This is an optimization exercise on Yosys and OpenROAD, whose aim is small area and a short achievable clock period, not a production implementation. RTL that was checked went through simulation tests only; none was proved equivalent to the original. Only the layout flow was run in run 1; the RTL was not checked for function there. No activity file was given, so power comes from the tool's default toggle rates.

==> flow/design.v, too long to show whole: its modules and the start of the top module <==
// module fp_mult: 2498 lines
// module fp_mult_fa: 4 lines
// module fp_mult_ha: 4 lines
module fp_mult(
input logic [31:0]    dataA,
input logic [31:0]    dataB,
input logic clock,
output logic [31:0]   result
);
  // ...
==> flow/flow/run.sh <==
#!/bin/bash
set -o pipefail
export BUFFER_PORTS_ARGS="-buffer_cell sky130_fd_sc_hd__buf_2"
echo "export BUFFER_PORTS_ARGS = -buffer_cell sky130_fd_sc_hd__buf_2" >> config.mk
bash standard.sh > standard.log 2>&1
==> flow/standard.sh <==
#!/bin/bash
# synth_recipe.tcl (not shown) runs the flow's synth.tcl, then flattens the netlist and writes it again
# the make line also repeats each setting of config.mk as NAME=value (left out here)
make -C /OpenROAD-flow-scripts/flow DESIGN_CONFIG=/design/flow/config.mk WORK_HOME=/design/flow/orfs CLKGATE_MAP_FILE= SYNTH_SCRIPT=/design/flow/synth_recipe.tcl "${@:-finish}"
==> flow/config.mk <==
export PLATFORM = sky130hd
export DESIGN_NAME = fp_mult
export DESIGN_NICKNAME = fp_mult
export VERILOG_FILES = /design/flow/design.v
export SDC_FILE = /design/flow/constraint.sdc
export NUM_CORES = 4
export LEC_CHECK = 0
export CAP_MARGIN = 50
export CORE_MARGIN = 2
export CORE_UTILIZATION = 40
export SETUP_SLACK_MARGIN = 5
export SLEW_MARGIN = 60
export SYNTH_HIERARCHICAL = 1
export BUFFER_PORTS_ARGS = -buffer_cell sky130_fd_sc_hd__buf_2
==> flow/constraint.sdc <==
create_clock -name core_clock -period 9.0 [get_ports {clock}]
set_input_delay 1.8000 -clock core_clock [delete_from_list [all_inputs] [get_ports {clock}]]
set_output_delay 1.8000 -clock core_clock [all_outputs]
set_load 0.01 [all_outputs]
==> reports/metrics.yaml, run 1 <==
status: "timing/DRC/antenna clean"
finalMaxSlewViolations: 0
critPathKind: "reg -> reg"
synth.area.top_cells: "fa_1 (30%), dfxtp_1 (22%), xnor2_1 (14%), a22oi_1 (11%), ha_1 (5.4%)"
synth_compound_gate_area_share: 0.166
top_register: "result"
p_int_mw: 3.66
crit_end: "result[22]$_DFF_P_"
final_cell_mix: "xnor2_1 (276), fa_1 (268), a22oi_1 (263)"
n_fill_cell: 4186
final_core_util: 0.442
reg.largest.list: "result: 32 flops, ma: 23 flops, er2: 9 flops"
switchingPower_mw: 3.02
grt_overflow_total: 0
ys_ff_latch: 196
cp_slowest_cell: "fa_1"
synth_top_family_by_area: "adder cells"
cts_hold_buf: 0
clk_latency_ns: 0.49
num_io_pins: 97
synth_cell_type_count: 65
place_ws_ns: 5.18
post_cts_buffers: 0
finalPower_mw: 6.69
first_pass_iters: 5
drc: 0
synth_area_um2: 17700
clkCellAreaFrac: 0.0335
cts_max_path_buffers: 2
yosysMostFrequentCell: "xnor2_1"
m1WireLength_um: 21400
clockRootBuffer: "clkbuf_16"
==> run 2: changes to the inputs <==
--- a/flow/design.v
+++ b/flow/design.v
@@ -92,103 +92,103 @@
 assign a_zero = a_mz & ~|ea1 & ~sa1;
 assign b_zero = b_mz & ~|eb1 & ~sb1;
 assign a_small = ~&ea1[7:1] | (~ea1[0] & a_mz);
 assign b_small = ~&eb1[7:1] | (~eb1[0] & b_mz);
 logic sp_any, sp_inf;
 assign sp_any = a_ff | b_ff;
 assign sp_inf = (a_ff & a_mz & ~b_zero & b_small) | (b_ff & b_mz & ~a_zero & a_small);
 logic [8:0] ex, er;
+wire g1197;
+wire g1198;
+wire g1199;
+wire g1200;
+wire g1201;
+wire g1202;
+wire g1203;
 wire g1204;
-wire g1205;
-wire g1206;
-wire g1207;
-wire g1208;
-wire g1209;
-wire g1210;
-wire g1211;
+wire p1205;
+wire p1206;
+wire p1207;
+wire p1208;
+wire p1209;
+wire p1210;
+wire p1211;
 wire p1212;
-wire p1213;
-wire p1214;
-wire p1215;
-wire p1216;
-wire p1217;
-wire p1218;
-wire p1219;
-wire g1220;
+wire g1213;
+wire gg1214;
+wire gg1215;
+wire pp1216;
+wire gg1217;
+wire pp1218;
+wire gg1219;
+wire pp1220;
 wire gg1221;
 wire gg1222;
-wire pp1223;
-wire gg1224;
-wire pp1225;
-wire gg1226;
-wire pp1227;
+wire gg1223;
+wire pp1224;
+wire gg1225;
+wire pp1226;
+wire gg1227;
 wire gg1228;
 wire gg1229;
 wire gg1230;
-wire pp1231;
-wire gg1232;
-wire pp1233;
-wire gg1234;
-wire gg1235;
-wire gg1236;
-wire gg1237;
+wire sum1231;
+wire sum1232;
+wire sum1233;
+wire sum1234;
+wire sum1235;
+wire sum1236;
+wire sum1237;
 wire sum1238;
 wire sum1239;
-wire sum1240;
-wire sum1241;
-wire sum1242;
-wire sum1243;
-wire sum1244;
-wire sum1245;
-wire sum1246;
-assign g1204 = (ea1[0] & eb1[0]);
-assign g1205 = (ea1[1] & eb1[1]);
-assign g1206 = (ea1[2] & eb1[2]);
-assign g1207 = (ea1[3] & eb1[3]);
-assign g1208 = (ea1[4] & eb1[4]);
-assign g1209 = (ea1[5] & eb1[5]);
-assign g1210 = (ea1[6] & eb1[6]);
-assign g1211 = (ea1[7] & eb1[7]);
-assign p1212 = (ea1[0] ^ eb1[0]);
-assign p1213 = (ea1[1] ^ eb1[1]);
-assign p1214 = (ea1[2] ^ eb1[2]);
-assign p1215 = (ea1[3] ^ eb1[3]);
-assign p1216 = (ea1[4] ^ eb1[4]);
-assign p1217 = (ea1[5] ^ eb1[5]);
-assign p1218 = (ea1[6] ^ eb1[6]);
-assign p1219 = (ea1[7] ^ eb1[7]);
-assign g1220 = (g1204 | p1212);
-assign gg1221 = (g1205 | (p1213 & g1220));
-assign gg1222 = (g1207 | (p1215 & g1206));
-assign pp1223 = (p1215 & p1214);
-assign gg1224 = (g1209 | (p1217 & g1208));
-assign pp1225 = (p1217 & p1216);
-assign gg1226 = (g1211 | (p1219 & g1210));
-assign pp1227 = (p1219 & p1218);
-assign gg1228 = (g1206 | (p1214 & gg1221));
-assign gg1229 = (gg1222 | (pp1223 & gg1221));
-assign gg1230 = (g1210 | (p1218 & gg1224));
-assign pp1231 = (p1218 & pp1225);
-assign gg1232 = (gg1226 | (pp1227 & gg1224));
-assign pp1233 = (pp1227 & pp1225);
-assign gg1234 = (g1208 | (p1216 & gg1229));
-assign gg1235 = (gg1224 | (pp1225 & gg1229));
-assign gg1236 = (gg1230 | (pp1231 & gg1229));
-assign gg1237 = (gg1232 | (pp1233 & gg1229));
-assign sum1238 = ~p1212;
-assign sum1239 = (p1213 ^ g1220);
-assign sum1240 = (p1214 ^ gg1221);
-assign sum1241 = (p1215 ^ gg1228);
-assign sum1242 = (p1216 ^ gg1229);
-assign sum1243 = (p1217 ^ gg1234);
-assign sum1244 = (p1218 ^ gg1235);
-assign sum1245 = (p1219 ^ gg1236);
-assign sum1246 = gg1237;
-assign ex = {sum1246, sum1245, sum1244, sum1243, sum1242, sum1241, sum1240, sum1239, sum1238};
+assign g1197 = (ea1[0] & eb1[0]);
+assign g1198 = (ea1[1] & eb1[1]);
+assign g1199 = (ea1[2] & eb1[2]);
+assign g1200 = (ea1[3] & eb1[3]);
+assign g1201 = (ea1[4] & eb1[4]);
+assign g1202 = (ea1[5] & eb1[5]);
+assign g1203 = (ea1[6] & eb1[6]);
+assign g1204 = (ea1[7] & eb1[7]);
+assign p1205 = (ea1[0] ^ eb1[0]);
+assign p1206 = (ea1[1] ^ eb1[1]);
+assign p1207 = (ea1[2] ^ eb1[2]);
+assign p1208 = (ea1[3] ^ eb1[3]);
+assign p1209 = (ea1[4] ^ eb1[4]);
+assign p1210 = (ea1[5] ^ eb1[5]);
+assign p1211 = (ea1[6] ^ eb1[6]);
+assign p1212 = (ea1[7] ^ eb1[7]);
+assign g1213 = (g1197 | p1205);
+assign gg1214 = (g1198 | (p1206 & g1213));
+assign gg1215 = (g1200 | (p1208 & g1199));
+assign pp1216 = (p1208 & p1207);
+assign gg1217 = (g1202 | (p1210 & g1201));
+assign pp1218 = (p1210 & p1209);
+assign gg1219 = (g1204 | (p1212 & g1203));
+assign pp1220 = (p1212 & p1211);
+assign gg1221 = (g1199 | (p1207 & gg1214));
+assign gg1222 = (gg1215 | (pp1216 & gg1214));
+assign gg1223 = (g1203 | (p1211 & gg1217));
+assign pp1224 = (p1211 & pp1218);
+assign gg1225 = (gg1219 | (pp1220 & gg1217));
+assign pp1226 = (pp1220 & pp1218);
+assign gg1227 = (g1201 | (p1209 & gg1222));
+assign gg1228 = (gg1217 | (pp1218 & gg1222));
+assign gg1229 = (gg1223 | (pp1224 & gg1222));
+assign gg1230 = (gg1225 | (pp1226 & gg1222));
+assign sum1231 = ~p1205;
+assign sum1232 = (p1206 ^ g1213);
+assign sum1233 = (p1207 ^ gg1214);
+assign sum1234 = (p1208 ^ gg1221);
+assign sum1235 = (p1209 ^ gg1222);
+assign sum1236 = (p1210 ^ gg1227);
+assign sum1237 = (p1211 ^ gg1228);
+assign sum1238 = (p1212 ^ gg1229);
+assign sum1239 = gg1230;
+assign ex = {sum1239, sum1238, sum1237, sum1236, sum1235, sum1234, sum1233, sum1232, sum1231};
 assign er = {~(ex[8] ^ ex[7]), ~ex[7], ex[6:0]};
 wire pp0_0_1;
 wire pp0_1_2;
 wire pp0_2_3;
 wire pp0_3_4;
 wire pp0_4_5;
 wire pp0_5_6;
 wire pp0_6_7;
@@ -1119,35 +1119,35 @@
 wire lp932;
 wire lg933;
 wire lp934;
 wire lg935;
 wire lp936;
 wire lg937;
 wire lp938;
 wire lg939;
-wire lp940;
+wire lg940;
 wire lg941;
-wire lp942;
+wire lg942;
 wire lg943;
 wire lp944;
 wire lg945;
-wire lp946;
-wire lg947;
-wire lp948;
-wire lg949;
-wire lp950;
+wire lg946;
+wire lp947;
+wire lg948;
+wire lp949;
+wire lg950;
 wire lg951;
-wire lp952;
-wire lg953;
-wire lp954;
-wire lg955;
-wire lp956;
-wire lg957;
-wire lp958;
+wire g952;
+wire g953;
+wire g954;
+wire g955;
+wire g956;
+wire g957;
+wire g958;
 wire g959;
 wire g960;
 wire g961;
 wire g962;
 wire g963;
 wire g964;
 wire g965;
 wire g966;
@@ -1168,23 +1168,23 @@
 wire g981;
 wire g982;
 wire g983;
 wire g984;
 wire g985;
 wire g986;
 wire g987;
 wire g988;
-wire g989;
-wire g990;
-wire g991;
-wire g992;
-wire g993;
-wire g994;
-wire g995;
+wire p989;
+wire p990;
+wire p991;
+wire p992;
+wire p993;
+wire p994;
+wire p995;
 wire p996;
 wire p997;
 wire p998;
 wire p999;
 wire p1000;
 wire p1001;
 wire p1002;
 wire p1003;
@@ -1205,168 +1205,168 @@
 wire p1018;
 wire p1019;
 wire p1020;
 wire p1021;
 wire p1022;
 wire p1023;
 wire p1024;
 wire p1025;
-wire p1026;
-wire p1027;
-wire p1028;
-wire p1029;
-wire p1030;
-wire p1031;
-wire p1032;
-wire g1033;
+wire g1026;
+wire gg1027;
+wire gg1028;
+wire pp1029;
+wire gg1030;
+wire pp1031;
+wire gg1032;
+wire pp1033;
 wire gg1034;
-wire gg1035;
-wire pp1036;
-wire gg1037;
-wire pp1038;
-wire gg1039;
-wire pp1040;
-wire gg1041;
-wire pp1042;
-wire gg1043;
-wire pp1044;
-wire gg1045;
-wire pp1046;
-wire gg1047;
-wire pp1048;
-wire gg1049;
-wire pp1050;
-wire gg1051;
-wire pp1052;
-wire gg1053;
-wire pp1054;
-wire gg1055;
-wire pp1056;
-wire gg1057;
-wire pp1058;
-wire gg1059;
-wire pp1060;
-wire gg1061;
-wire pp1062;
+wire pp1035;
+wire gg1036;
+wire pp1037;
+wire gg1038;
+wire pp1039;
+wire gg1040;
+wire pp1041;
+wire gg1042;
+wire pp1043;
+wire gg1044;
+wire pp1045;
+wire gg1046;
+wire pp1047;
+wire gg1048;
+wire pp1049;
+wire gg1050;
+wire pp1051;
+wire gg1052;
+wire pp1053;
+wire gg1054;
+wire pp1055;
+wire gg1056;
+wire pp1057;
+wire gg1058;
+wire pp1059;
+wire gg1060;
+wire pp1061;
+wire gg1062;
 wire gg1063;
-wire pp1064;
-wire gg1065;
-wire pp1066;
-wire gg1067;
-wire pp1068;
-wire gg1069;
+wire gg1064;
+wire pp1065;
+wire gg1066;
+wire pp1067;
+wire gg1068;
+wire pp1069;
 wire gg1070;
-wire gg1071;
-wire pp1072;
-wire gg1073;
-wire pp1074;
-wire gg1075;
-wire pp1076;
-wire gg1077;
-wire pp1078;
-wire gg1079;
-wire pp1080;
-wire gg1081;
-wire pp1082;
-wire gg1083;
-wire pp1084;
-wire gg1085;
-wire pp1086;
-wire gg1087;
-wire pp1088;
-wire gg1089;
-wire pp1090;
-wire gg1091;
-wire pp1092;
-wire gg1093;
-wire pp1094;
-wire gg1095;
-wire pp1096;
+wire pp1071;
+wire gg1072;
+wire pp1073;
+wire gg1074;
+wire pp1075;
+wire gg1076;
+wire pp1077;
+wire gg1078;
+wire pp1079;
+wire gg1080;
+wire pp1081;
+wire gg1082;
+wire pp1083;
+wire gg1084;
+wire pp1085;
+wire gg1086;
+wire pp1087;
+wire gg1088;
+wire pp1089;
+wire gg1090;
+wire pp1091;
+wire gg1092;
+wire pp1093;
+wire gg1094;
+wire pp1095;
+wire gg1096;
 wire gg1097;
-wire pp1098;
+wire gg1098;
 wire gg1099;
-wire pp1100;
-wire gg1101;
-wire pp1102;
-wire gg1103;
+wire gg1100;
+wire pp1101;
+wire gg1102;
+wire pp1103;
 wire gg1104;
-wire gg1105;
+wire pp1105;
 wire gg1106;
-wire gg1107;
-wire pp1108;
-wire gg1109;
-wire pp1110;
-wire gg1111;
-wire pp1112;
-wire gg1113;
-wire pp1114;
-wire gg1115;
-wire pp1116;
-wire gg1117;
-wire pp1118;
-wire gg1119;
-wire pp1120;
-wire gg1121;
-wire pp1122;
-wire gg1123;
-wire pp1124;
-wire gg1125;
-wire pp1126;
+wire pp1107;
+wire gg1108;
+wire pp1109;
+wire gg1110;
+wire pp1111;
+wire gg1112;
+wire pp1113;
+wire gg1114;
+wire pp1115;
+wire gg1116;
+wire pp1117;
+wire gg1118;
+wire pp1119;
+wire gg1120;
+wire pp1121;
+wire gg1122;
+wire pp1123;
+wire gg1124;
+wire pp1125;
+wire gg1126;
 wire gg1127;
-wire pp1128;
+wire gg1128;
 wire gg1129;
-wire pp1130;
+wire gg1130;
 wire gg1131;
-wire pp1132;
+wire gg1132;
 wire gg1133;
 wire gg1134;
-wire gg1135;
+wire pp1135;
 wire gg1136;
-wire gg1137;
+wire pp1137;
 wire gg1138;
-wire gg1139;
+wire pp1139;
 wire gg1140;
-wire gg1141;
-wire pp1142;
-wire gg1143;
-wire pp1144;
-wire gg1145;
-wire pp1146;
-wire gg1147;
-wire pp1148;
-wire gg1149;
-wire pp1150;
+wire pp1141;
+wire gg1142;
+wire pp1143;
+wire gg1144;
+wire pp1145;
+wire gg1146;
+wire pp1147;
+wire gg1148;
+wire pp1149;
+wire gg1150;
 wire gg1151;
-wire pp1152;
+wire gg1152;
 wire gg1153;
-wire pp1154;
+wire gg1154;
 wire gg1155;
-wire pp1156;
+wire gg1156;
 wire gg1157;
 wire gg1158;
 wire gg1159;
 wire gg1160;
 wire gg1161;
 wire gg1162;
 wire gg1163;
 wire gg1164;
 wire gg1165;
 wire gg1166;
 wire gg1167;
 wire gg1168;
 wire gg1169;
 wire gg1170;
-wire gg1171;
-wire gg1172;
-wire gg1173;
-wire gg1174;
-wire gg1175;
-wire gg1176;
-wire gg1177;
+wire sum1171;
+wire sum1172;
+wire sum1173;
+wire sum1174;
+wire sum1175;
+wire sum1176;
+wire sum1177;
 wire sum1178;
 wire sum1179;
 wire sum1180;
 wire sum1181;
 wire sum1182;
 wire sum1183;
 wire sum1184;
 wire sum1185;
@@ -1376,23 +1376,16 @@
 wire sum1189;
 wire sum1190;
 wire sum1191;
 wire sum1192;
 wire sum1193;
 wire sum1194;
 wire sum1195;
 wire sum1196;
-wire sum1197;
-wire sum1198;
-wire sum1199;
-wire sum1200;
-wire sum1201;
-wire sum1202;
-wire sum1203;
 logic cl;
 logic r2_11_0;
 logic r2_11_1;
 logic r2_12_0;
 logic r2_12_1;
 logic r2_13_0;
 logic r2_13_1;
 logic r2_14_0;
@@ -2113,289 +2106,282 @@
 assign lp932 = (c836 ^ s837);
 assign lg933 = (c838 & s839);
 assign lp934 = (c838 ^ s839);
 assign lg935 = (c840 & s841);
 assign lp936 = (c840 ^ s841);
 assign lg937 = (c842 & s843);
 assign lp938 = (c842 ^ s843);
 assign lg939 = (lp920 & lg918);
-assign lp940 = (lp920 & lp919);
-assign lg941 = (lg923 | (lp924 & lg921));
-assign lp942 = (lp924 & lp922);
-assign lg943 = (lg927 | (lp928 & lg925));
-assign lp944 = (lp928 & lp926);
-assign lg945 = (lg931 | (lp932 & lg929));
-assign lp946 = (lp932 & lp930);
-assign lg947 = (lg935 | (lp936 & lg933));
-assign lp948 = (lp936 & lp934);
-assign lg949 = (lg941 | (lp942 & lg939));
-assign lp950 = (lp942 & lp940);
-assign lg951 = (lg945 | (lp946 & lg943));
-assign lp952 = (lp946 & lp944);
-assign lg953 = (lg937 | (lp938 & lg947));
-assign lp954 = (lp938 & lp948);
-assign lg955 = (lg951 | (lp952 & lg949));
-assign lp956 = (lp952 & lp950);
-assign lg957 = (lg953 | (lp954 & lg955));
-assign lp958 = (lp954 & lp956);
-assign g959 = (r2_11_0 & r2_11_1);
-assign g960 = (r2_12_0 & r2_12_1);
-assign g961 = (r2_13_0 & r2_13_1);
-assign g962 = (r2_14_0 & r2_14_1);
-assign g963 = (r2_15_0 & r2_15_1);
-assign g964 = (r2_16_0 & r2_16_1);
-assign g965 = (r2_17_0 & r2_17_1);
-assign g966 = (r2_18_0 & r2_18_1);
-assign g967 = (r2_19_0 & r2_19_1);
-assign g968 = (r2_20_0 & r2_20_1);
-assign g969 = (r2_21_0 & r2_21_1);
-assign g970 = (r2_22_0 & r2_22_1);
-assign g971 = (r2_23_0 & r2_23_1);
-assign g972 = (r2_24_0 & r2_24_1);
-assign g973 = (r2_25_0 & r2_25_1);
-assign g974 = (r2_26_0 & r2_26_1);
-assign g975 = (r2_27_0 & r2_27_1);
-assign g976 = (r2_28_0 & r2_28_1);
-assign g977 = (r2_29_0 & r2_29_1);
-assign g978 = (r2_30_0 & r2_30_1);
-assign g979 = (r2_31_0 & r2_31_1);
-assign g980 = (r2_32_0 & r2_32_1);
-assign g981 = (r2_33_0 & r2_33_1);
-assign g982 = (r2_34_0 & r2_34_1);
-assign g983 = (r2_35_0 & r2_35_1);
-assign g984 = (r2_36_0 & r2_36_1);
-assign g985 = (r2_37_0 & r2_37_1);
-assign g986 = (r2_38_0 & r2_38_1);
-assign g987 = (r2_39_0 & r2_39_1);
-assign g988 = (r2_40_0 & r2_40_1);
-assign g989 = (r2_41_0 & r2_41_1);
-assign g990 = (r2_42_0 & r2_42_1);
-assign g991 = (r2_43_0 & r2_43_1);
-assign g992 = (r2_44_0 & r2_44_1);
-assign g993 = (r2_45_0 & r2_45_1);
-assign g994 = (r2_46_0 & r2_46_1);
-assign g995 = (r2_47_0 & r2_47_1);
-assign p996 = (r2_11_0 ^ r2_11_1);
-assign p997 = (r2_12_0 ^ r2_12_1);
-assign p998 = (r2_13_0 ^ r2_13_1);
-assign p999 = (r2_14_0 ^ r2_14_1);
-assign p1000 = (r2_15_0 ^ r2_15_1);
-assign p1001 = (r2_16_0 ^ r2_16_1);
-assign p1002 = (r2_17_0 ^ r2_17_1);
-assign p1003 = (r2_18_0 ^ r2_18_1);
-assign p1004 = (r2_19_0 ^ r2_19_1);
-assign p1005 = (r2_20_0 ^ r2_20_1);
-assign p1006 = (r2_21_0 ^ r2_21_1);
-assign p1007 = (r2_22_0 ^ r2_22_1);
-assign p1008 = (r2_23_0 ^ r2_23_1);
-assign p1009 = (r2_24_0 ^ r2_24_1);
-assign p1010 = (r2_25_0 ^ r2_25_1);
-assign p1011 = (r2_26_0 ^ r2_26_1);
-assign p1012 = (r2_27_0 ^ r2_27_1);
-assign p1013 = (r2_28_0 ^ r2_28_1);
-assign p1014 = (r2_29_0 ^ r2_29_1);
-assign p1015 = (r2_30_0 ^ r2_30_1);
-assign p1016 = (r2_31_0 ^ r2_31_1);
-assign p1017 = (r2_32_0 ^ r2_32_1);
-assign p1018 = (r2_33_0 ^ r2_33_1);
-assign p1019 = (r2_34_0 ^ r2_34_1);
-assign p1020 = (r2_35_0 ^ r2_35_1);
-assign p1021 = (r2_36_0 ^ r2_36_1);
-assign p1022 = (r2_37_0 ^ r2_37_1);
-assign p1023 = (r2_38_0 ^ r2_38_1);
-assign p1024 = (r2_39_0 ^ r2_39_1);
-assign p1025 = (r2_40_0 ^ r2_40_1);
-assign p1026 = (r2_41_0 ^ r2_41_1);
-assign p1027 = (r2_42_0 ^ r2_42_1);
-assign p1028 = (r2_43_0 ^ r2_43_1);
-assign p1029 = (r2_44_0 ^ r2_44_1);
-assign p1030 = (r2_45_0 ^ r2_45_1);
-assign p1031 = (r2_46_0 ^ r2_46_1);
-assign p1032 = (r2_47_0 ^ r2_47_1);
-assign g1033 = (g959 | (p996 & cl));
-assign gg1034 = (g960 | (p997 & g1033));
-assign gg1035 = (g962 | (p999 & g961));
-assign pp1036 = (p999 & p998);
-assign gg1037 = (g964 | (p1001 & g963));
-assign pp1038 = (p1001 & p1000);
-assign gg1039 = (g966 | (p1003 & g965));
-assign pp1040 = (p1003 & p1002);
-assign gg1041 = (g968 | (p1005 & g967));
-assign pp1042 = (p1005 & p1004);
-assign gg1043 = (g970 | (p1007 & g969));
-assign pp1044 = (p1007 & p1006);
-assign gg1045 = (g972 | (p1009 & g971));
-assign pp1046 = (p1009 & p1008);
-assign gg1047 = (g974 | (p1011 & g973));
-assign pp1048 = (p1011 & p1010);
-assign gg1049 = (g976 | (p1013 & g975));
-assign pp1050 = (p1013 & p1012);
-assign gg1051 = (g978 | (p1015 & g977));
-assign pp1052 = (p1015 & p1014);
-assign gg1053 = (g980 | (p1017 & g979));
-assign pp1054 = (p1017 & p1016);
-assign gg1055 = (g982 | (p1019 & g981));
-assign pp1056 = (p1019 & p1018);
-assign gg1057 = (g984 | (p1021 & g983));
-assign pp1058 = (p1021 & p1020);
-assign gg1059 = (g986 | (p1023 & g985));
-assign pp1060 = (p1023 & p1022);
-assign gg1061 = (g988 | (p1025 & g987));
-assign pp1062 = (p1025 & p1024);
-assign gg1063 = (g990 | (p1027 & g989));
-assign pp1064 = (p1027 & p1026);
-assign gg1065 = (g992 | (p1029 & g991));
-assign pp1066 = (p1029 & p1028);
-assign gg1067 = (g994 | (p1031 & g993));
-assign pp1068 = (p1031 & p1030);
-assign gg1069 = (g961 | (p998 & gg1034));
-assign gg1070 = (gg1035 | (pp1036 & gg1034));
-assign gg1071 = (g965 | (p1002 & gg1037));
-assign pp1072 = (p1002 & pp1038);
-assign gg1073 = (gg1039 | (pp1040 & gg1037));
-assign pp1074 = (pp1040 & pp1038);
-assign gg1075 = (g969 | (p1006 & gg1041));
-assign pp1076 = (p1006 & pp1042);
-assign gg1077 = (gg1043 | (pp1044 & gg1041));
-assign pp1078 = (pp1044 & pp1042);
-assign gg1079 = (g973 | (p1010 & gg1045));
-assign pp1080 = (p1010 & pp1046);
-assign gg1081 = (gg1047 | (pp1048 & gg1045));
-assign pp1082 = (pp1048 & pp1046);
-assign gg1083 = (g977 | (p1014 & gg1049));
-assign pp1084 = (p1014 & pp1050);
-assign gg1085 = (gg1051 | (pp1052 & gg1049));
-assign pp1086 = (pp1052 & pp1050);
-assign gg1087 = (g981 | (p1018 & gg1053));
-assign pp1088 = (p1018 & pp1054);
-assign gg1089 = (gg1055 | (pp1056 & gg1053));
-assign pp1090 = (pp1056 & pp1054);
-assign gg1091 = (g985 | (p1022 & gg1057));
-assign pp1092 = (p1022 & pp1058);
-assign gg1093 = (gg1059 | (pp1060 & gg1057));
-assign pp1094 = (pp1060 & pp1058);
-assign gg1095 = (g989 | (p1026 & gg1061));
-assign pp1096 = (p1026 & pp1062);
-assign gg1097 = (gg1063 | (pp1064 & gg1061));
-assign pp1098 = (pp1064 & pp1062);
-assign gg1099 = (g993 | (p1030 & gg1065));
-assign pp1100 = (p1030 & pp1066);
-assign gg1101 = (gg1067 | (pp1068 & gg1065));
-assign pp1102 = (pp1068 & pp1066);
-assign gg1103 = (g963 | (p1000 & gg1070));
-assign gg1104 = (gg1037 | (pp1038 & gg1070));
-assign gg1105 = (gg1071 | (pp1072 & gg1070));
-assign gg1106 = (gg1073 | (pp1074 & gg1070));
-assign gg1107 = (g971 | (p1008 & gg1077));
-assign pp1108 = (p1008 & pp1078);
-assign gg1109 = (gg1045 | (pp1046 & gg1077));
-assign pp1110 = (pp1046 & pp1078);
-assign gg1111 = (gg1079 | (pp1080 & gg1077));
-assign pp1112 = (pp1080 & pp1078);
-assign gg1113 = (gg1081 | (pp1082 & gg1077));
-assign pp1114 = (pp1082 & pp1078);
-assign gg1115 = (g979 | (p1016 & gg1085));
-assign pp1116 = (p1016 & pp1086);
-assign gg1117 = (gg1053 | (pp1054 & gg1085));
-assign pp1118 = (pp1054 & pp1086);
-assign gg1119 = (gg1087 | (pp1088 & gg1085));
-assign pp1120 = (pp1088 & pp1086);
-assign gg1121 = (gg1089 | (pp1090 & gg1085));
-assign pp1122 = (pp1090 & pp1086);
-assign gg1123 = (g987 | (p1024 & gg1093));
-assign pp1124 = (p1024 & pp1094);
-assign gg1125 = (gg1061 | (pp1062 & gg1093));
-assign pp1126 = (pp1062 & pp1094);
-assign gg1127 = (gg1095 | (pp1096 & gg1093));
-assign pp1128 = (pp1096 & pp1094);
-assign gg1129 = (gg1097 | (pp1098 & gg1093));
-assign pp1130 = (pp1098 & pp1094);
-assign gg1131 = (g995 | (p1032 & gg1101));
-assign pp1132 = (p1032 & pp1102);
-assign gg1133 = (g967 | (p1004 & gg1106));
-assign gg1134 = (gg1041 | (pp1042 & gg1106));
-assign gg1135 = (gg1075 | (pp1076 & gg1106));
-assign gg1136 = (gg1077 | (pp1078 & gg1106));
-assign gg1137 = (gg1107 | (pp1108 & gg1106));
-assign gg1138 = (gg1109 | (pp1110 & gg1106));
-assign gg1139 = (gg1111 | (pp1112 & gg1106));
-assign gg1140 = (gg1113 | (pp1114 & gg1106));
-assign gg1141 = (g983 | (p1020 & gg1121));
-assign pp1142 = (p1020 & pp1122);
-assign gg1143 = (gg1057 | (pp1058 & gg1121));
-assign pp1144 = (pp1058 & pp1122);
-assign gg1145 = (gg1091 | (pp1092 & gg1121));
-assign pp1146 = (pp1092 & pp1122);
-assign gg1147 = (gg1093 | (pp1094 & gg1121));
-assign pp1148 = (pp1094 & pp1122);
-assign gg1149 = (gg1123 | (pp1124 & gg1121));
-assign pp1150 = (pp1124 & pp1122);
-assign gg1151 = (gg1125 | (pp1126 & gg1121));
-assign pp1152 = (pp1126 & pp1122);
-assign gg1153 = (gg1127 | (pp1128 & gg1121));
-assign pp1154 = (pp1128 & pp1122);
-assign gg1155 = (gg1129 | (pp1130 & gg1121));
-assign pp1156 = (pp1130 & pp1122);
-assign gg1157 = (g975 | (p1012 & gg1140));
-assign gg1158 = (gg1049 | (pp1050 & gg1140));
-assign gg1159 = (gg1083 | (pp1084 & gg1140));
-assign gg1160 = (gg1085 | (pp1086 & gg1140));
-assign gg1161 = (gg1115 | (pp1116 & gg1140));
-assign gg1162 = (gg1117 | (pp1118 & gg1140));
-assign gg1163 = (gg1119 | (pp1120 & gg1140));
-assign gg1164 = (gg1121 | (pp1122 & gg1140));
-assign gg1165 = (gg1141 | (pp1142 & gg1140));
-assign gg1166 = (gg1143 | (pp1144 & gg1140));
-assign gg1167 = (gg1145 | (pp1146 & gg1140));
-assign gg1168 = (gg1147 | (pp1148 & gg1140));
-assign gg1169 = (gg1149 | (pp1150 & gg1140));
-assign gg1170 = (gg1151 | (pp1152 & gg1140));
-assign gg1171 = (gg1153 | (pp1154 & gg1140));
-assign gg1172 = (gg1155 | (pp1156 & gg1140));
-assign gg1173 = (g991 | (p1028 & gg1172));
-assign gg1174 = (gg1065 | (pp1066 & gg1172));
-assign gg1175 = (gg1099 | (pp1100 & gg1172));
-assign gg1176 = (gg1101 | (pp1102 & gg1172));
-assign gg1177 = (gg1131 | (pp1132 & gg1172));
-assign sum1178 = (p1007 ^ gg1135);
-assign sum1179 = (p1008 ^ gg1136);
-assign sum1180 = (p1009 ^ gg1137);
-assign sum1181 = (p1010 ^ gg1138);
-assign sum1182 = (p1011 ^ gg1139);
-assign sum1183 = (p1012 ^ gg1140);
+assign lg940 = (lg921 | (lp922 & lg939));
+assign lg941 = (lg923 | (lp924 & lg940));
+assign lg942 = (lg925 | (lp926 & lg941));
+assign lg943 = (lg929 | (lp930 & lg927));
+assign lp944 = (lp930 & lp928);
+assign lg945 = (lg943 | (lp944 & lg942));
+assign lg946 = (lg933 | (lp934 & lg931));
+assign lp947 = (lp934 & lp932);
+assign lg948 = (lg937 | (lp938 & lg935));
+assign lp949 = (lp938 & lp936);
+assign lg950 = (lg946 | (lp947 & lg945));
+assign lg951 = (lg948 | (lp949 & lg950));
+assign g952 = (r2_11_0 & r2_11_1);
+assign g953 = (r2_12_0 & r2_12_1);
+assign g954 = (r2_13_0 & r2_13_1);
+assign g955 = (r2_14_0 & r2_14_1);
+assign g956 = (r2_15_0 & r2_15_1);
+assign g957 = (r2_16_0 & r2_16_1);
+assign g958 = (r2_17_0 & r2_17_1);
+assign g959 = (r2_18_0 & r2_18_1);
+assign g960 = (r2_19_0 & r2_19_1);
+assign g961 = (r2_20_0 & r2_20_1);
+assign g962 = (r2_21_0 & r2_21_1);
+assign g963 = (r2_22_0 & r2_22_1);
+assign g964 = (r2_23_0 & r2_23_1);
+assign g965 = (r2_24_0 & r2_24_1);
+assign g966 = (r2_25_0 & r2_25_1);
+assign g967 = (r2_26_0 & r2_26_1);
+assign g968 = (r2_27_0 & r2_27_1);
+assign g969 = (r2_28_0 & r2_28_1);
+assign g970 = (r2_29_0 & r2_29_1);
+assign g971 = (r2_30_0 & r2_30_1);
+assign g972 = (r2_31_0 & r2_31_1);
+assign g973 = (r2_32_0 & r2_32_1);
+assign g974 = (r2_33_0 & r2_33_1);
+assign g975 = (r2_34_0 & r2_34_1);
+assign g976 = (r2_35_0 & r2_35_1);
+assign g977 = (r2_36_0 & r2_36_1);
+assign g978 = (r2_37_0 & r2_37_1);
+assign g979 = (r2_38_0 & r2_38_1);
+assign g980 = (r2_39_0 & r2_39_1);
+assign g981 = (r2_40_0 & r2_40_1);
+assign g982 = (r2_41_0 & r2_41_1);
+assign g983 = (r2_42_0 & r2_42_1);
+assign g984 = (r2_43_0 & r2_43_1);
+assign g985 = (r2_44_0 & r2_44_1);
+assign g986 = (r2_45_0 & r2_45_1);
+assign g987 = (r2_46_0 & r2_46_1);
+assign g988 = (r2_47_0 & r2_47_1);
+assign p989 = (r2_11_0 ^ r2_11_1);
+assign p990 = (r2_12_0 ^ r2_12_1);
+assign p991 = (r2_13_0 ^ r2_13_1);
+assign p992 = (r2_14_0 ^ r2_14_1);
+assign p993 = (r2_15_0 ^ r2_15_1);
+assign p994 = (r2_16_0 ^ r2_16_1);
+assign p995 = (r2_17_0 ^ r2_17_1);
+assign p996 = (r2_18_0 ^ r2_18_1);
+assign p997 = (r2_19_0 ^ r2_19_1);
+assign p998 = (r2_20_0 ^ r2_20_1);
+assign p999 = (r2_21_0 ^ r2_21_1);
+assign p1000 = (r2_22_0 ^ r2_22_1);
+assign p1001 = (r2_23_0 ^ r2_23_1);
+assign p1002 = (r2_24_0 ^ r2_24_1);
+assign p1003 = (r2_25_0 ^ r2_25_1);
+assign p1004 = (r2_26_0 ^ r2_26_1);
+assign p1005 = (r2_27_0 ^ r2_27_1);
+assign p1006 = (r2_28_0 ^ r2_28_1);
+assign p1007 = (r2_29_0 ^ r2_29_1);
+assign p1008 = (r2_30_0 ^ r2_30_1);
+assign p1009 = (r2_31_0 ^ r2_31_1);
+assign p1010 = (r2_32_0 ^ r2_32_1);
+assign p1011 = (r2_33_0 ^ r2_33_1);
+assign p1012 = (r2_34_0 ^ r2_34_1);
+assign p1013 = (r2_35_0 ^ r2_35_1);
+assign p1014 = (r2_36_0 ^ r2_36_1);
+assign p1015 = (r2_37_0 ^ r2_37_1);
+assign p1016 = (r2_38_0 ^ r2_38_1);
+assign p1017 = (r2_39_0 ^ r2_39_1);
+assign p1018 = (r2_40_0 ^ r2_40_1);
+assign p1019 = (r2_41_0 ^ r2_41_1);
+assign p1020 = (r2_42_0 ^ r2_42_1);
+assign p1021 = (r2_43_0 ^ r2_43_1);
+assign p1022 = (r2_44_0 ^ r2_44_1);
+assign p1023 = (r2_45_0 ^ r2_45_1);
+assign p1024 = (r2_46_0 ^ r2_46_1);
+assign p1025 = (r2_47_0 ^ r2_47_1);
+assign g1026 = (g952 | (p989 & cl));
+assign gg1027 = (g953 | (p990 & g1026));
+assign gg1028 = (g955 | (p992 & g954));
+assign pp1029 = (p992 & p991);
+assign gg1030 = (g957 | (p994 & g956));
+assign pp1031 = (p994 & p993);
+assign gg1032 = (g959 | (p996 & g958));
+assign pp1033 = (p996 & p995);
+assign gg1034 = (g961 | (p998 & g960));
+assign pp1035 = (p998 & p997);
+assign gg1036 = (g963 | (p1000 & g962));
+assign pp1037 = (p1000 & p999);
+assign gg1038 = (g965 | (p1002 & g964));
+assign pp1039 = (p1002 & p1001);
+assign gg1040 = (g967 | (p1004 & g966));
+assign pp1041 = (p1004 & p1003);
+assign gg1042 = (g969 | (p1006 & g968));
+assign pp1043 = (p1006 & p1005);
+assign gg1044 = (g971 | (p1008 & g970));
+assign pp1045 = (p1008 & p1007);
+assign gg1046 = (g973 | (p1010 & g972));
+assign pp1047 = (p1010 & p1009);
+assign gg1048 = (g975 | (p1012 & g974));
+assign pp1049 = (p1012 & p1011);
+assign gg1050 = (g977 | (p1014 & g976));
+assign pp1051 = (p1014 & p1013);
+assign gg1052 = (g979 | (p1016 & g978));
+assign pp1053 = (p1016 & p1015);
+assign gg1054 = (g981 | (p1018 & g980));
+assign pp1055 = (p1018 & p1017);
+assign gg1056 = (g983 | (p1020 & g982));
+assign pp1057 = (p1020 & p1019);
+assign gg1058 = (g985 | (p1022 & g984));
+assign pp1059 = (p1022 & p1021);
+assign gg1060 = (g987 | (p1024 & g986));
+assign pp1061 = (p1024 & p1023);
+assign gg1062 = (g954 | (p991 & gg1027));
+assign gg1063 = (gg1028 | (pp1029 & gg1027));
+assign gg1064 = (g958 | (p995 & gg1030));
+assign pp1065 = (p995 & pp1031);
+assign gg1066 = (gg1032 | (pp1033 & gg1030));
+assign pp1067 = (pp1033 & pp1031);
+assign gg1068 = (g962 | (p999 & gg1034));
+assign pp1069 = (p999 & pp1035);
+assign gg1070 = (gg1036 | (pp1037 & gg1034));
+assign pp1071 = (pp1037 & pp1035);
+assign gg1072 = (g966 | (p1003 & gg1038));
+assign pp1073 = (p1003 & pp1039);
+assign gg1074 = (gg1040 | (pp1041 & gg1038));
+assign pp1075 = (pp1041 & pp1039);
+assign gg1076 = (g970 | (p1007 & gg1042));
+assign pp1077 = (p1007 & pp1043);
+assign gg1078 = (gg1044 | (pp1045 & gg1042));
+assign pp1079 = (pp1045 & pp1043);
+assign gg1080 = (g974 | (p1011 & gg1046));
+assign pp1081 = (p1011 & pp1047);
+assign gg1082 = (gg1048 | (pp1049 & gg1046));
+assign pp1083 = (pp1049 & pp1047);
+assign gg1084 = (g978 | (p1015 & gg1050));
+assign pp1085 = (p1015 & pp1051);
+assign gg1086 = (gg1052 | (pp1053 & gg1050));
+assign pp1087 = (pp1053 & pp1051);
+assign gg1088 = (g982 | (p1019 & gg1054));
+assign pp1089 = (p1019 & pp1055);
+assign gg1090 = (gg1056 | (pp1057 & gg1054));
+assign pp1091 = (pp1057 & pp1055);
+assign gg1092 = (g986 | (p1023 & gg1058));
+assign pp1093 = (p1023 & pp1059);
+assign gg1094 = (gg1060 | (pp1061 & gg1058));
+assign pp1095 = (pp1061 & pp1059);
+assign gg1096 = (g956 | (p993 & gg1063));
+assign gg1097 = (gg1030 | (pp1031 & gg1063));
+assign gg1098 = (gg1064 | (pp1065 & gg1063));
+assign gg1099 = (gg1066 | (pp1067 & gg1063));
+assign gg1100 = (g964 | (p1001 & gg1070));
+assign pp1101 = (p1001 & pp1071);
+assign gg1102 = (gg1038 | (pp1039 & gg1070));
+assign pp1103 = (pp1039 & pp1071);
+assign gg1104 = (gg1072 | (pp1073 & gg1070));
+assign pp1105 = (pp1073 & pp1071);
+assign gg1106 = (gg1074 | (pp1075 & gg1070));
+assign pp1107 = (pp1075 & pp1071);
+assign gg1108 = (g972 | (p1009 & gg1078));
+assign pp1109 = (p1009 & pp1079);
+assign gg1110 = (gg1046 | (pp1047 & gg1078));
+assign pp1111 = (pp1047 & pp1079);
+assign gg1112 = (gg1080 | (pp1081 & gg1078));
+assign pp1113 = (pp1081 & pp1079);
+assign gg1114 = (gg1082 | (pp1083 & gg1078));
+assign pp1115 = (pp1083 & pp1079);
+assign gg1116 = (g980 | (p1017 & gg1086));
+assign pp1117 = (p1017 & pp1087);
+assign gg1118 = (gg1054 | (pp1055 & gg1086));
+assign pp1119 = (pp1055 & pp1087);
+assign gg1120 = (gg1088 | (pp1089 & gg1086));
+assign pp1121 = (pp1089 & pp1087);
+assign gg1122 = (gg1090 | (pp1091 & gg1086));
+assign pp1123 = (pp1091 & pp1087);
+assign gg1124 = (g988 | (p1025 & gg1094));
+assign pp1125 = (p1025 & pp1095);
+assign gg1126 = (g960 | (p997 & gg1099));
+assign gg1127 = (gg1034 | (pp1035 & gg1099));
+assign gg1128 = (gg1068 | (pp1069 & gg1099));
+assign gg1129 = (gg1070 | (pp1071 & gg1099));
+assign gg1130 = (gg1100 | (pp1101 & gg1099));
+assign gg1131 = (gg1102 | (pp1103 & gg1099));
+assign gg1132 = (gg1104 | (pp1105 & gg1099));
+assign gg1133 = (gg1106 | (pp1107 & gg1099));
+assign gg1134 = (g976 | (p1013 & gg1114));
+assign pp1135 = (p1013 & pp1115);
+assign gg1136 = (gg1050 | (pp1051 & gg1114));
+assign pp1137 = (pp1051 & pp1115);
+assign gg1138 = (gg1084 | (pp1085 & gg1114));
+assign pp1139 = (pp1085 & pp1115);
+assign gg1140 = (gg1086 | (pp1087 & gg1114));
+assign pp1141 = (pp1087 & pp1115);
+assign gg1142 = (gg1116 | (pp1117 & gg1114));
+assign pp1143 = (pp1117 & pp1115);
+assign gg1144 = (gg1118 | (pp1119 & gg1114));
+assign pp1145 = (pp1119 & pp1115);
+assign gg1146 = (gg1120 | (pp1121 & gg1114));
+assign pp1147 = (pp1121 & pp1115);
+assign gg1148 = (gg1122 | (pp1123 & gg1114));
+assign pp1149 = (pp1123 & pp1115);
+assign gg1150 = (g968 | (p1005 & gg1133));
+assign gg1151 = (gg1042 | (pp1043 & gg1133));
+assign gg1152 = (gg1076 | (pp1077 & gg1133));
+assign gg1153 = (gg1078 | (pp1079 & gg1133));
+assign gg1154 = (gg1108 | (pp1109 & gg1133));
+assign gg1155 = (gg1110 | (pp1111 & gg1133));
+assign gg1156 = (gg1112 | (pp1113 & gg1133));
+assign gg1157 = (gg1114 | (pp1115 & gg1133));
+assign gg1158 = (gg1134 | (pp1135 & gg1133));
+assign gg1159 = (gg1136 | (pp1137 & gg1133));
+assign gg1160 = (gg1138 | (pp1139 & gg1133));
+assign gg1161 = (gg1140 | (pp1141 & gg1133));
+assign gg1162 = (gg1142 | (pp1143 & gg1133));
+assign gg1163 = (gg1144 | (pp1145 & gg1133));
+assign gg1164 = (gg1146 | (pp1147 & gg1133));
+assign gg1165 = (gg1148 | (pp1149 & gg1133));
+assign gg1166 = (g984 | (p1021 & gg1165));
+assign gg1167 = (gg1058 | (pp1059 & gg1165));
+assign gg1168 = (gg1092 | (pp1093 & gg1165));
+assign gg1169 = (gg1094 | (pp1095 & gg1165));
+assign gg1170 = (gg1124 | (pp1125 & gg1165));
+assign sum1171 = (p1000 ^ gg1128);
+assign sum1172 = (p1001 ^ gg1129);
+assign sum1173 = (p1002 ^ gg1130);
+assign sum1174 = (p1003 ^ gg1131);
+assign sum1175 = (p1004 ^ gg1132);
+assign sum1176 = (p1005 ^ gg1133);
+assign sum1177 = (p1006 ^ gg1150);
+assign sum1178 = (p1007 ^ gg1151);
+assign sum1179 = (p1008 ^ gg1152);
+assign sum1180 = (p1009 ^ gg1153);
+assign sum1181 = (p1010 ^ gg1154);
+assign sum1182 = (p1011 ^ gg1155);
+assign sum1183 = (p1012 ^ gg1156);
 assign sum1184 = (p1013 ^ gg1157);
 assign sum1185 = (p1014 ^ gg1158);
 assign sum1186 = (p1015 ^ gg1159);
 assign sum1187 = (p1016 ^ gg1160);
 assign sum1188 = (p1017 ^ gg1161);
 assign sum1189 = (p1018 ^ gg1162);
 assign sum1190 = (p1019 ^ gg1163);
 assign sum1191 = (p1020 ^ gg1164);
 assign sum1192 = (p1021 ^ gg1165);
 assign sum1193 = (p1022 ^ gg1166);
 assign sum1194 = (p1023 ^ gg1167);
 assign sum1195 = (p1024 ^ gg1168);
 assign sum1196 = (p1025 ^ gg1169);
-assign sum1197 = (p1026 ^ gg1170);
-assign sum1198 = (p1027 ^ gg1171);
-assign sum1199 = (p1028 ^ gg1172);
-assign sum1200 = (p1029 ^ gg1173);
-assign sum1201 = (p1030 ^ gg1174);
-assign sum1202 = (p1031 ^ gg1175);
-assign sum1203 = (p1032 ^ gg1176);
 logic s2, nan2, inf2, zero2;
 logic [8:0] er2;
 always_ff @(posedge clock) begin
     s2    <= sa1 ^ sb1;
     nan2  <= sp_any & ~sp_inf;
     inf2  <= sp_any & sp_inf;
     zero2 <= ~sp_any & (a_zero | b_zero);    
     er2   <= er;
-    cl <= lg957;
+    cl <= lg951;
     r2_11_0 <= c844;
     r2_11_1 <= s845;
     r2_12_0 <= c846;
     r2_12_1 <= s847;
     r2_13_0 <= c848;
     r2_13_1 <= s849;
     r2_14_0 <= c850;
     r2_14_1 <= s851;
@@ -2462,44 +2448,36 @@
     r2_45_0 <= c912;
     r2_45_1 <= s913;
     r2_46_0 <= c914;
     r2_46_1 <= s915;
     r2_47_0 <= c916;
     r2_47_1 <= k348;
 end
 logic [47:22] p;
-assign p = {sum1203, sum1202, sum1201, sum1200, sum1199, sum1198, sum1197, sum1196, sum1195, sum1194, sum1193, sum1192, sum1191, sum1190, sum1189, sum1188, sum1187, sum1186, sum1185, sum1184, sum1183, sum1182, sum1181, sum1180, sum1179, sum1178};
+assign p = {sum1196, sum1195, sum1194, sum1193, sum1192, sum1191, sum1190, sum1189, sum1188, sum1187, sum1186, sum1185, sum1184, sum1183, sum1182, sum1181, sum1180, sum1179, sum1178, sum1177, sum1176, sum1175, sum1174, sum1173, sum1172, sum1171};
 logic [8:0] er2i;
 assign er2i[0] = ~er2[0];
 genvar k;
 generate for (k = 1; k < 9; k = k + 1) begin : inc
     assign er2i[k] = er2[k] ^ (&er2[k-1:0]);
 end endgenerate
-logic [31:0] r0, r1;
-always_comb begin
-    if (nan2)
-        r0 = {s2, 8'hff, 23'h1};
-    else if (inf2 | (~zero2 & er2[8]))
-        r0 = {s2, 8'hff, 23'h0};
-    else if (zero2)
-        r0 = 32'h0;
-    else
-        r0 = {s2, er2[7:0], p[44:22]};
-    if (nan2)
-        r1 = {s2, 8'hff, 23'h1};
-    else if (inf2 | (~zero2 & er2i[8]))
-        r1 = {s2, 8'hff, 23'h0};
-    else if (zero2)
-        r1 = 32'h0;
-    else
-        r1 = {s2, er2i[7:0], p[45:23]};
-end
+logic ok0, ok1, ff0, ff1;
+assign ok0 = ~nan2 & ~inf2 & ~zero2 & ~er2[8];       
+assign ok1 = ~nan2 & ~inf2 & ~zero2 & ~er2i[8];      
+assign ff0 = nan2 | inf2 | (~zero2 & er2[8]);        
+assign ff1 = nan2 | inf2 | (~zero2 & er2i[8]);
+logic [7:0]  e0, e1;
+logic [22:0] m0, m1;
+assign e0 = ok0 ? er2[7:0]  : {8{ff0}};
+assign e1 = ok1 ? er2i[7:0] : {8{ff1}};
+assign m0 = p[44:22] & {23{ok0}};
+assign m1 = p[45:23] & {23{ok1}};
 always_ff @(posedge clock)
-    result <= p[47] ? r1 : r0;
+    result <= {s2 & ~zero2, p[47] ? e1 : e0, (p[47] ? m1 : m0) | {22'h0, nan2}};
 endmodule
 module fp_mult_fa(input logic a, input logic b, input logic c, output logic s, output logic co);
 assign s = a ^ b ^ c;
 assign co = (a & b) | (a & c) | (b & c);
 endmodule
 module fp_mult_ha(input logic a, input logic b, output logic s, output logic co);
 assign s = a ^ b;
 assign co = a & b;
==> reports/metrics.yaml, run 2 <==
status: "timing/DRC/antenna clean"  # unchanged
final_cell_area_um2: 19100  # was 19,400 µm²
skew_ns: 0.0182  # was 0.0109 ns
wl_per_cell_um: 23.6  # was 22.8 µm
largest_reg_flops: 32  # unchanged
cp.required_ns: 9.38  # was 9.41 ns
synth_cell_type_count: 63  # was 65
drc: 0  # unchanged
max_freq_mhz: 273  # was 269 MHz
grt_max_degree: 29  # unchanged
power_density_nw_per_um2: 339  # was 344 nW/µm²
first_pass_iters: 6  # was 5
path_max_fanout: 26  # was 7
drt_iter0_markers: 1325  # was 1,327
critPathMaxStageDelay_ns: 0.52  # was 0.39 ns
synth.area.top_cells: "fa_1 (31%), dfxtp_1 (22%), xnor2_1 (14%), a22oi_1 (11%), ha_1 (5.5%)"  # was fa_1 (30%), dfxtp_1 (22%), xnor2_1 (14%), a22oi_1 (11%), ha_1 (5.4%)
dieArea_um2: 45500  # was 46,000 µm²
n_fill_cell: 4104  # was 4,186
synth_common_cells: "xnor2_1 (282), fa_1 (268), a22oi_1 (263)"  # was xnor2_1 (277), fa_1 (268), a22oi_1 (263)
cts-resized-gates: 0  # unchanged
cts_inserted_buffers: 17  # unchanged
ant_nets: 0  # unchanged
syn_inst: 1609  # was 1,646
clk_pin_slew_worst_paths_ns: 0.09  # was 0.08 ns
cap_violations: 0  # unchanged
setup_violations: 0  # unchanged
synth_ff_type: "dfxtp_1"  # unchanged
grt_antenna_before_repair: 0  # was 3
h-tree-depth: 4  # unchanged
hpwl_um: 33500  # was 34,000 µm
synth_edf_count: 0  # unchanged
synth_seq_area_share: 0.224  # was 0.221
fp.coreArea_um2: 43200  # was 44,000 µm²
worstMarginPinSlew_ns: 0.610  # was 0.598 ns
num_io_pins: 97  # unchanged
whs_endpoint: "result[31]$_DFF_P_"  # was s2$_DFF_P_
finalPower_mw: 6.47  # was 6.69 mW
cts_tree: "done"  # unchanged
critPathKind: "reg -> reg"  # unchanged
hp-start: "s2$_DFF_P_"  # was sb1$_DFF_P_
placed_area_um2: 18500  # was 18,700 µm²
clock-sinks: 196  # unchanged
final_core_util: 0.443  # was 0.442
critPathTopFamily: "adder cells"  # was compound AO/OA/AOI/OAI gates
syn_avg_cell_area_um2: 10.9  # was 10.8 µm²
syn_nets: 2019  # was 2,056
synthArstFlopShare: 0  # unchanged
drive_gt1_frac: 0.126  # about the same
finalMaxSlewViolations: 0  # unchanged
min_period_ns: 3.66  # was 3.72 ns
clk_latency_ns: 0.49  # about the same
p_leak_nw: 7.30  # was 7.40 nW
grt_pass1_wl_um: 79200  # was 80,900 µm
areaGrowthSynthToFinish_pct: 9.17  # was 9.66%
io_buffers: 96  # unchanged
die_w_um: 213  # was 215 µm
reg2reg_from: "ma[21]$_DFF_P_"  # was r2_13_0$_DFF_P_
endpoint_kind: "register"  # unchanged
fin_tns_setup_ns: 0  # unchanged
relSlewSlack: 0.594  # was 0.601
regToRegEndpoint: "r2_32_1$_DFF_P_"  # was result[22]$_DFF_P_
vdd_drop_max_mv: 0.177  # was 0.173 mV
rsz0062_at_grt: "no"  # unchanged
yosysTopAreaCell: "fa_1"  # unchanged
r2r_cells: 8  # was 13
cts_hold_buf: 0  # unchanged
top_register: "result"  # unchanged
grt_pass1_vias: 13600  # was 14,200
placed_cells: 2180  # was 2,216
drt-total-wl_um: 52200  # was 51,300 µm
grt_overflow_total: 0  # unchanged
place_congestion: 0.885  # was 0.816
grt_usage: 0.235  # was 0.227
cts_max_path_buffers: 2  # unchanged
reg.largest.list: "result: 32 flops, ma: 23 flops, er2: 9 flops"  # unchanged
clockRootBuffer: "clkbuf_16"  # unchanged
critical_path_arrival_ns: 4.03  # was 4.13 ns
cp-start-kind: "register"  # unchanged
initial_core_util: 0.406  # was 0.403
period_share: 0.406  # was 0.413
hold-worst-slack_ns: 0.454  # was 0.462 ns
antenna_cells: 0  # unchanged
worstHoldPathCells: 1  # unchanged
cp_slowest_cell: "fa_1"  # unchanged
critPathBufInv: 1  # was 0
hold_viol_final: 0  # unchanged
vias_per_cell: 5.89  # was 5.87
nNetsFinal: 2024  # was 2,054
dieHeight_um: 213  # was 215 µm
instances_no_fill: 2212  # was 2,249
synth_area_um2: 17500  # was 17,700 µm²
num_rows: 76  # was 77
hold_path_class: "reg -> reg"  # unchanged
crit_top_cell: "fa_1"
path_cells: "buf_4 -> a22oi_1 -> xnor2_1 -> fa_1 -> fa_1 -> fa_1 -> fa_1 -> fa_1"  # was ha_1 -> a211o_1 -> a31oi_1 -> nor3_2 -> o21ai_2 -> a21o_1 -> a21boi_0 -> o31ai_1 -> nand2b_1 -> fa_1 -> xnor2_1 -> or4_1 -> o22ai_1
vias: 13000  # was 13,200
post_cts_buffers: 0  # unchanged
mostFrequentLayoutCell: "xnor2_1"  # unchanged
ys_ff_latch: 196  # unchanged
final_cell_mix: "xnor2_1 (282), fa_1 (268), a22oi_1 (263)"  # was xnor2_1 (276), fa_1 (268), a22oi_1 (263)
yosysMostFrequentCell: "xnor2_1"  # unchanged
place_ws_ns: 5.39  # was 5.18 ns
yosysWarnings: 7  # unchanged
fin_ws_ns: 5.34  # was 5.28 ns
synth_top_area_share: 0.306  # was 0.303
rrSetupSlack_ns: 5.34  # was 5.28 ns
[run 2: cell count changes in the layout (fill, tap and decap cells not counted), sizes merged, moves of 5 or more]
cell / previous run / this run
a21boi: 5 / 0
a21o: 18 / 13
a21oi: 42 / 47
a22o: 0 / 15
inv: 49 / 40
nand2: 31 / 42
nand2b: 16 / 11
nand3: 22 / 12
nand4: 17 / 7
nor2: 15 / 22
nor2b: 1 / 6
o211ai: 6 / 1
o2bb2ai: 1 / 6
or3: 13 / 2
[run 2: how the worst max path moves through the flow]
stage / startpoint / end / depth (start not counted)
detailed placement: bo0$_DFF_P_ / r2_21_1$_DFF_P_ / 7
global route: ma[7]$_DFF_P_ / r2_28_1$_DFF_P_ / 8
global placement: bt10$_DFF_P_ / r2_28_1$_DFF_P_ / 7
CTS: bt4$_DFF_P_ / r2_27_1$_DFF_P_ / 7
finish: ma[21]$_DFF_P_ / r2_32_1$_DFF_P_ / 8
floorplan: bn6$_DFF_P_ / r2_25_1$_DFF_P_ / 8
[run 2: Yosys stat by module (local to each module, per instance)]
module / flops+latches / cells / times used
fp_mult_fa: 0 / 1 / 263
fp_mult_ha: 0 / 1 / 21
fp_mult: 196 / 1325 / 1
[run 2: cells by family after synthesis]
family / after synthesis / synth area share
compound gates: 401 / 0.165
xor+xnor: 316 / 0.158
fa+ha+maj: 345 / 0.361
buf+inv: 199 / 0.0438
flops: 196 / 0.224
mux: 4 / 0.00379
simple gates: 148 / 0.0442
[run 2: metal layers]
layer  wire length (µm)  up-vias  track usage
met2              23300      755        0.361
met1              21500     6570        0.305
met5                  0        -            0
met3               5550      137       0.0690
met4               1810        0        0.109
li1                   -     5564            -
[run 2: report_power, final]
part | internal, mW | leakage (nW) | switching, mW
registers | 1.24 | 1.65 | 0.123
clock network | 0.375 | 0.283 | 0.383
logic | 1.97 | 5.37 | 2.38
total | 3.59 | 7.30 | 2.88
[run 2: cell type report]
class | count | area [µm²] | share of cell area
tap | 585 | 732 | 0.0383
sequential | 196 | 3940 | 0.206
clock inverter | 13 | 135 | 0.00707
clock buffer | 19 | 443 | 0.0232
inverter | 33 | 124 | 0.00648
multi-input combinational | 1214 | 12800 | 0.671
timing repair buffer | 152 | 908 | 0.0475
==> run 3: changes to the inputs <==
--- a/flow/config.mk
+++ b/flow/config.mk
@@ -5,10 +5,10 @@
 export SDC_FILE = /design/flow/constraint.sdc
 export NUM_CORES = 4
 export LEC_CHECK = 0
-export CAP_MARGIN = 50
+export CAP_MARGIN = 40
 export CORE_MARGIN = 2
 export CORE_UTILIZATION = 40
 export SETUP_SLACK_MARGIN = 5
-export SLEW_MARGIN = 60
+export SLEW_MARGIN = 40
 export SYNTH_HIERARCHICAL = 1
 export BUFFER_PORTS_ARGS = -buffer_cell sky130_fd_sc_hd__buf_2
==> reports/metrics.yaml, run 3 <==
status: "timing/DRC/antenna clean"  # unchanged
drt-total-wl_um: 52200  # about the same
synthArstFlopShare: 0  # unchanged
clk_pin_slew_worst_paths_ns: 0.08  # was 0.09 ns
h-tree-depth: 4  # unchanged
grt_overflow_total: 0  # unchanged
finalMaxSlewViolations: 0  # unchanged
synth.area.top_cells: "fa_1 (31%), dfxtp_1 (22%), xnor2_1 (14%), a22oi_1 (11%), ha_1 (5.5%)"  # unchanged
grt_usage: 0.236  # was 0.235
clk_latency_ns: 0.49  # about the same
power_density_nw_per_um2: 339  # about the same
p_leak_nw: 7.29  # was 7.30 nW
topRoutingLayerUsed: "met4"  # unchanged
ant_nets: 0  # unchanged
syn_inst: 1609  # unchanged
place_ws_ns: 5.33  # was 5.39 ns
dieHeight_um: 213  # unchanged
yosysMostFrequentCell: "xnor2_1"  # unchanged
cap_violations: 0  # unchanged
fp.coreArea_um2: 43200  # unchanged
clock-sinks: 196  # unchanged
p_seq_frac: 0.211  # about the same
dr_wl_met3_um: 5380  # was 5550 µm
num_rows: 76  # unchanged
drive_gt1_frac: 0.124  # was 0.126
vias_per_cell: 5.90  # was 5.89
crit_top_cell: "fa_1"  # unchanged
clockRootBuffer: "clkbuf_16"  # unchanged
top_register: "result"  # unchanged
yosysWarnings: 7  # unchanged
synth_ff_type: "dfxtp_1"  # unchanged
m1WireLength_um: 21400  # was 21,500 µm
initial_core_util: 0.406  # unchanged
worstMarginPinSlew_ns: 0.685  # was 0.610 ns
min_period_ns: 3.77  # was 3.66 ns
skew_ns: 0.0142  # was 0.0182 ns
synth_common_cells: "xnor2_1 (282), fa_1 (268), a22oi_1 (263)"  # unchanged
setup_violations: 0  # unchanged
ys_ff_latch: 196  # unchanged
vdd_drop_max_mv: 0.173  # was 0.177 mV
final_cell_area_um2: 19100  # about the same
drc: 0  # unchanged
wl_per_cell_um: 23.6  # about the same
cts_tree: "done"  # unchanged
hpwl_um: 33600  # was 33,500 µm
mostFrequentLayoutCell: "xnor2_1"  # unchanged
drt_iter0_markers: 1345  # was 1,325
synth_edf_count: 0  # unchanged
nNetsFinal: 2023  # was 2,024
vias: 13000  # about the same
period_share: 0.419  # was 0.406
cts-resized-gates: 0  # unchanged
dieArea_um2: 45500  # unchanged
path_cells: "a22oi_1 -> xnor2_1 -> fa_1 -> fa_1 -> fa_1 -> fa_1 -> fa_1"  # was buf_4 -> a22oi_1 -> xnor2_1 -> fa_1 -> fa_1 -> fa_1 -> fa_1 -> fa_1
grt_pass1_wl_um: 79600  # was 79,200 µm
critical_path_arrival_ns: 4.14  # was 4.03 ns
areaGrowthSynthToFinish_pct: 9.07  # was 9.17%
place_congestion: 0.885  # unchanged
hold_viol_final: 0  # unchanged
rrSetupSlack_ns: 5.23  # was 5.34 ns
syn_nets: 2019  # unchanged
critPathKind: "reg -> reg"  # unchanged
synth_seq_area_share: 0.224  # unchanged
switchingPower_mw: 2.88  # about the same
first_pass_iters: 8  # was 6
pwr-share-clk: 0.122  # was 0.117
synth_top_area_share: 0.306  # unchanged
cts_hold_buf: 0  # unchanged
cts_max_path_buffers: 2  # unchanged
rsz0062_at_grt: "no"  # unchanged
num_io_pins: 97  # unchanged
post_cts_buffers: 0  # unchanged
critPathMaxStageDelay_ns: 0.75  # was 0.52 ns
yosysTopAreaCell: "fa_1"  # unchanged
cts_inserted_buffers: 17  # unchanged
placed_area_um2: 18500  # about the same
met2_length_um: 23500  # was 23,300 µm
syn_avg_cell_area_um2: 10.9  # unchanged
synth_area_um2: 17500  # unchanged
relSlewSlack: 0.543  # was 0.594
switching_share: 0.444  # was 0.445
final_core_util: 0.442  # was 0.443
final_cell_mix: "xnor2_1 (282), fa_1 (268), a22oi_1 (263)"  # unchanged
path_max_fanout: 24  # was 26
cp_slowest_cell: "dfxtp_2"  # was fa_1
p_int_mw: 3.60  # was 3.59 mW
grt_antenna_before_repair: 0  # unchanged
io_buffers: 96  # unchanged
reg.largest.list: "result: 32 flops, ma: 23 flops, er2: 9 flops"  # unchanged
pwr-share-comb: 0.667  # was 0.672
antenna_cells: 0  # unchanged
cp.required_ns: 9.37  # was 9.38 ns
endpoint_kind: "register"  # unchanged
grt_pass1_vias: 13600  # about the same
largest_reg_flops: 32  # unchanged
die_w_um: 213  # unchanged
fin_tns_setup_ns: 0  # unchanged
synth_cell_type_count: 63  # unchanged
grt_max_degree: 29  # unchanged
fin_ws_ns: 5.23  # was 5.34 ns
max_freq_mhz: 265  # was 273 MHz
cp-start-kind: "register"  # unchanged
hold_path_class: "reg -> reg"  # unchanged
[run 3: cell count changes in the layout (fill, tap and decap cells not counted), sizes merged]
cell      previous run  this run
buf                152       151
bufinv               0         1
clkinvlp             1         3
clkinv               5         4
inv                 40        38
[run 3: path summary, 6_finish.rpt]
kind | startpoint | endpoint | cells after the start
hold reg to reg | s2$_DFF_P_ | result[31]$_DFF_P_ | 1
hold / removal | s2$_DFF_P_ | result[31]$_DFF_P_ | 1
setup / recovery | bt4$_DFF_P_ | r2_28_1$_DFF_P_ | 7
setup reg to reg | bt4$_DFF_P_ | r2_28_1$_DFF_P_ | 7
[run 3: cells by family after synthesis]
family	Yosys count	share of synthesized area
compound gates	401	0.165
fa+ha+maj	345	0.361
xor+xnor	316	0.158
buf+inv	199	0.0438
flops	196	0.224
simple gates	148	0.0442
mux	4	0.00379
[run 3: area by class of cell]
cell class	count	area (µm²)
clock inverters	13	169
clock buffers	19	433
repair buffers	151	893
inverters	33	124
multi-input cells	1214	12800
fillers	4088	24100
well taps	585	732
flip-flops and latches	196	3930
[run 3: per-module statistics from Yosys (local to each module, per instance)]
| module | area [µm²] | flip-flops and latches | times used |
|---|---|---|---|
| fp_mult | 12000 | 196 | 1 |
| fp_mult_ha | 12.5 | 0 | 21 |
| fp_mult_fa | 20.0 | 0 | 263 |
[run 3: routing by layer]
layer,track usage,up-vias
met5,0,-
met4,0.102,0
met3,0.0644,157
met2,0.363,766
met1,0.312,6556
li1,-,5557
[run 3: stage by stage]
step                power (mW)  cells  hold slack [ns]
CTS                       6.50   2211            0.457
detailed placement        5.68   2179            0.445
finish                    6.48   2211            0.454
global route              7.11   2211            0.482
floorplan                 4.47   1609            0.414
global placement          5.56   2179            0.429
[run 3: worst max-delay path, delay by kind of cell (launching register included)]
family,cells,cell delay [ns]
adders and majority gates,5,2.44
DFF,1,0.75
xor gates and xnor gates,1,0.26
AOI/OAI and AO/OA,1,0.20
[run 3: power groups by stage]
stage	Combinational, mW	Sequential [mW]	Clock, mW
after global routing	4.89	1.39	0.838
after CTS	4.33	1.37	0.811
after global placement	4.17	1.38	0
after detailed placement	4.30	1.38	0
final	4.32	1.37	0.789
after floorplan	3.09	1.37	0

separate check: timing with driven ports:
The flow's constraints put no driver on any port. The routed layouts listed below were extracted and timed again, unchanged, in two steps. Step 1 sets driving cells, clkbuf_16 on the clock port and buf_2 on the other inputs (assumed; they add their load-dependent delay and slew). Step 2 times the ports against the registers' clock, not the clock port: input delays grow and output delays shrink by t, the midpoint of the rising clock arrivals with the driver on. Three values: ideal ports, drivers, drivers and shift; two values: the first two.
run	t, ns	setup WS [ns]	worst setup path at the end	worst slew at a driven data input, ns
run 1	0.534	5.280 / 5.280 / 5.280	register to register	0.07
run 2	0.531	5.343 / 5.343 / 5.343	register to register	0.04
run 3	0.536	5.229 / 5.229 / 5.229	register to register	0.04
After both steps every run listed still meets setup and hold.
